Context: an optimization exercise on an open-source flow, tuned for small area, a short achievable clock period and few clock cycles. The choices shown serve that exercise and are no tape-out recipe.
RTL that was checked went through simulation tests only; none was proved equivalent to the original.
Power and IR drop assume default switching activity.

## job 2921
## sccpu
module sccpu( clk, rst, instr, readdata, PC, MemWrite, aluout, writedata);
   input         clk;
   input         rst;
   input  [31:0] instr;
   input  [31:0] readdata;
   output [31:0] PC;
   output        MemWrite;
   output [31:0] aluout;
   output [31:0] writedata;
   reg  [31:0] pc_r;
   reg         btb_v;
   reg  [9:0]  btb_tag;       
   reg  [13:0] btb_tl;        
   reg         stall;         
   reg  [31:1] p_s1, p_s2;    
   reg         p_bp1, p_bp2;  
   reg         d_v;           
   reg  [31:0] d_ir;
   reg  [31:0] d_pc4;
   reg         d_btb;         
   reg         e_we, e_ld, e_st, e_br, e_jr;
   reg         e_bne, e_pred;
   reg         e_skip1;       
   reg  [4:0]  e_dst;
   reg  [31:0] e_a, e_b, e_sd;
   reg  [31:0] e_addr;        
   reg         e_eq;          
   reg  [4:0]  e_shamt;
   reg         e_shv;         
   reg         e_fa, e_fb, e_fsd;    
   reg         r_as, r_inv, r_and, r_or, r_nor, r_slt, r_sltu,
               r_sll, r_sh, r_sra, r_pb, r_pa;
   reg         m_we;
   reg  [4:0]  m_dst;
   reg  [31:0] m_res;
   assign PC = pc_r;
   wire [31:0] pc4   = pc_r + 32'd4;
   wire        f_j   = (instr[31:27] == 5'b00001);          
   wire [31:0] f_jt  = {pc4[31:28], instr[25:0], 2'b00};
   wire        f_hit = btb_v & (pc4[11:2] == btb_tag);
   wire [31:0] f_bt  = {pc_r[31:14], btb_tl};
   wire [5:0]  fop   = instr[31:26];
   wire        f_mem = (fop == 6'h23) | (fop == 6'h2b);       
  ...
Size: about 5000 cells after synthesis, ~160 I/O pins, about 67000 sq um of cells after synthesis.
clock: 15.0 ns
lec_check: 0
cap_margin: 20
core_margin: 2
core_utilization: 55
cts_cluster_diameter: 80
cts_cluster_size: 24
slew_margin: 20
synth_hierarchical: 1
tns_end_percent: 0
standard.sh (not shown) runs the stock make flow with config.mk's settings and CLKGATE_MAP_FILE= SYNTH_SCRIPT=/design/flow/synth_recipe.tcl, a recipe that flattens the netlist after the stock synthesis.
==> flow/flow/run.sh <==
#!/bin/bash
# Own layout flow: the standard flow (standard.sh), with the standard
# synthesis run first and on its own. For the layout steps it changes only
# how timing is repaired:
#  - timing repair aims for a setup slack of MARGIN ns at the design's clock
#    period, so the layout is optimised for a shorter period than 15 ns;
#  - every port still gets a buffer, but a plain buffer rather than the delay
#    cell buffer_ports picks by default;
#  - gate sizing may use any cell of the same function, not only cells of the
#    same footprint.
set -euo pipefail
MARGIN=10.7
bash standard.sh synth > synth.log 2>&1
bash standard.sh SETUP_SLACK_MARGIN=$MARGIN MATCH_CELL_FOOTPRINT=0 \
   "BUFFER_PORTS_ARGS=-buffer_cell sky130_fd_sc_hd__buf_4" finish > layout.log 2>&1
Testbench counts of job 2921, summed over its fixed seeds: cycles 70,900.
The inputs of job 8535 differ from those of job 2921 as listed below.
diff --git a/flow/design.v b/flow/design.v
--- a/flow/design.v
+++ b/flow/design.v
@@ -161,20 +161,38 @@
    wire [31:0] d_alt  = imm[15] ? d_pc4 : d_bt;
    wire        use_rt = ~(use_imm | use_link | d_isbr);
    wire [31:0] bsel   = d_isbr ? d_alt : (use_link ? d_pc4 : immx);
    wire [31:0] bval   = use_rt ? rtv : bsel;
    wire [31:0] addr   = rsv + {{16{imm[15]}}, imm};
    wire [31:0] a  = e_fa  ? m_res : e_a;
    wire [31:0] b  = e_fb  ? m_res : e_b;
-   wire [31:0] res;
-   wire        e_lt;
-   ALU U_ALU (.a(a), .b(b), .shamt(e_shamt), .shv(e_shv), .as(r_as), .inv(r_inv),
-              .andf(r_and), .orf(r_or), .norf(r_nor), .slt(r_slt), .sltu(r_sltu),
-              .sll(r_sll), .shf(r_sh), .sra(r_sra), .pb(r_pb), .pa(r_pa),
-              .res(res), .lt(e_lt));
+   wire [32:0] s33 = {1'b0, a} + {1'b0, b ^ {32{r_inv}}} + {32'd0, r_inv};
+   wire        ltu = ~s33[32];
+   wire        lts = (a[31] ^ b[31]) ? a[31] : s33[31];
+   wire [4:0]  sh  = e_shv ? a[4:0] : e_shamt;
+   wire [31:0] brev, srev, shr;
+   wire [31:0] shin = r_sll ? brev : b;
+   wire [63:0] shx  = {{32{r_sra & b[31]}}, shin} >> sh;
+   assign shr = shx[31:0];
+   genvar k;
+   generate
+      for (k = 0; k < 32; k = k + 1) begin : rv
+         assign brev[k] = b[31-k];
+         assign srev[k] = shr[31-k];
+      end
+   endgenerate
+   wire [31:0] shres = r_sll ? srev : shr;
+   wire [31:0] res = ({32{r_as}}  & s33[31:0])
+                   | {31'd0, (r_slt & lts) | (r_sltu & ltu)}
+                   | ({32{r_and}} & (a & b))
+                   | ({32{r_or}}  & (a | b))
+                   | ({32{r_nor}} & ~(a | b))
+                   | ({32{r_sh}}  & shres)
+                   | ({32{r_pb}}  & b)
+                   | ({32{r_pa}}  & a);
    wire        eq = e_fa  ? (e_fsd ? 1'b1 : (m_res == e_sd)) :
                     e_fsd ? (e_a == m_res) : e_eq;
    wire        taken    = eq ^ e_bne;
    wire        mispred  = e_br & (taken ^ e_pred);
    wire        d_seq    = ~(i_j | i_jal) & ~d_btb & ~d_bb;
    wire        skip1    = e_br & e_skip1 & taken & d_seq;
    wire        e_redir  = (mispred & ~skip1) | e_jr;
@@ -285,37 +303,7 @@
          btb_v <= 1'b1;
    always @(posedge clk)
       if (btb_we) begin
          btb_tag <= d_pc4[11:2];
          btb_tl  <= d_bt[13:0];
       end
 endmodule
-module ALU(input [31:0] a, input [31:0] b, input [4:0] shamt, input shv,
-           input as, input inv, input andf, input orf, input norf, input slt,
-           input sltu, input sll, input shf, input sra, input pb, input pa,
-           output [31:0] res, output lt);
-   wire [32:0] s33 = {1'b0, a} + {1'b0, b ^ {32{inv}}} + {32'd0, inv};
-   wire        ltu = ~s33[32];
-   wire        lts = (a[31] ^ b[31]) ? a[31] : s33[31];
-   assign lt = (slt & lts) | (sltu & ltu);
-   wire [4:0]  sh  = shv ? a[4:0] : shamt;
-   wire [31:0] brev, srev, shr;
-   wire [31:0] shin = sll ? brev : b;
-   wire [63:0] shx  = {{32{sra & b[31]}}, shin} >> sh;
-   assign shr = shx[31:0];
-   genvar k;
-   generate
-      for (k = 0; k < 32; k = k + 1) begin : rv
-         assign brev[k] = b[31-k];
-         assign srev[k] = shr[31-k];
-      end
-   endgenerate
-   wire [31:0] shres = sll ? srev : shr;
-   assign res = ({32{as}}   & s33[31:0])
-              | {31'd0, lt}
-              | ({32{andf}} & (a & b))
-              | ({32{orf}}  & (a | b))
-              | ({32{norf}} & ~(a | b))
-              | ({32{shf}}  & shres)
-              | ({32{pb}}   & b)
-              | ({32{pa}}   & a);
-endmodule
Findings:
Having completed the whole flow, job 8535 delivered a layout that passed the timing, DRC and antenna checks.
Job 8535 vs. job 2921: global-route wire length before repair went down by 1.1%.
Compared to job 2921, the routing of job 8535 uses less wire.
Job 8535 — non-clock buffer instance count of the final layout about 3% higher, job 2921 as reference
Job 8535 ends up with higher final critical-path share of the clock period than job 2921 does.
Going from job 2921 to job 8535, the number of tapcells was found to have gone up by 13.
| worst slack on hold paths | job 8535 vs job 2921 | ≈ equal |
Lower final area goes to job 2921 over job 8535.
Status: clock power parity (job 2921, job 8535)
In job 8535 relative to job 2921, synthesized area divided by synthesized cell count had gone down slightly.
Taking job 2921 as the reference, in job 8535 starting density of the core lost 0.25 points; standard-cell row count picked up an extra 1; fraction of area in registers lost 0.44 points; number of filler cells placed in the layout neither gained nor lost much; standby leakage power picked up an extra 1.1%.
Function not checked in job 8535: the RTL went through the layout flow alone.

-- port drivers added, routing unchanged --
In the flow no input, the clock included, has a driving cell. The finished layouts below were timed again as built, in two steps.
Step 1, drivers: a clkbuf_16 drives clk and a buf_2 each remaining input, both assumed.
Step 2 adds t to the input delays and takes it off the output delays; t is the mean of the earliest and latest rising clock arrival at the registers after step 1. Input paths then give back, and output paths get back, about the clock's delay inside the block.
Slacks: ideal / step 1 / step 2; pairs: ideal / step 1.
run	shift t [ns]	slack for setup (ns)	hold WS [ns]	worst register clock-pin slew, ns	pins driven straight from the clock port
job 2921	0.784	10.575 / 10.488 / 9.901	0.469 / 0.469 / 0.469	0.10 / 0.10	1
job 8535	0.796	10.466 / 10.381 / 9.753	0.467 / 0.467 / 0.467	0.10 / 0.10	1
After both steps every run listed still meets setup and hold. For job 8535, which loses most, drivers alone change the setup slack by -0.085 ns; drivers and shift together by -0.713 ns.
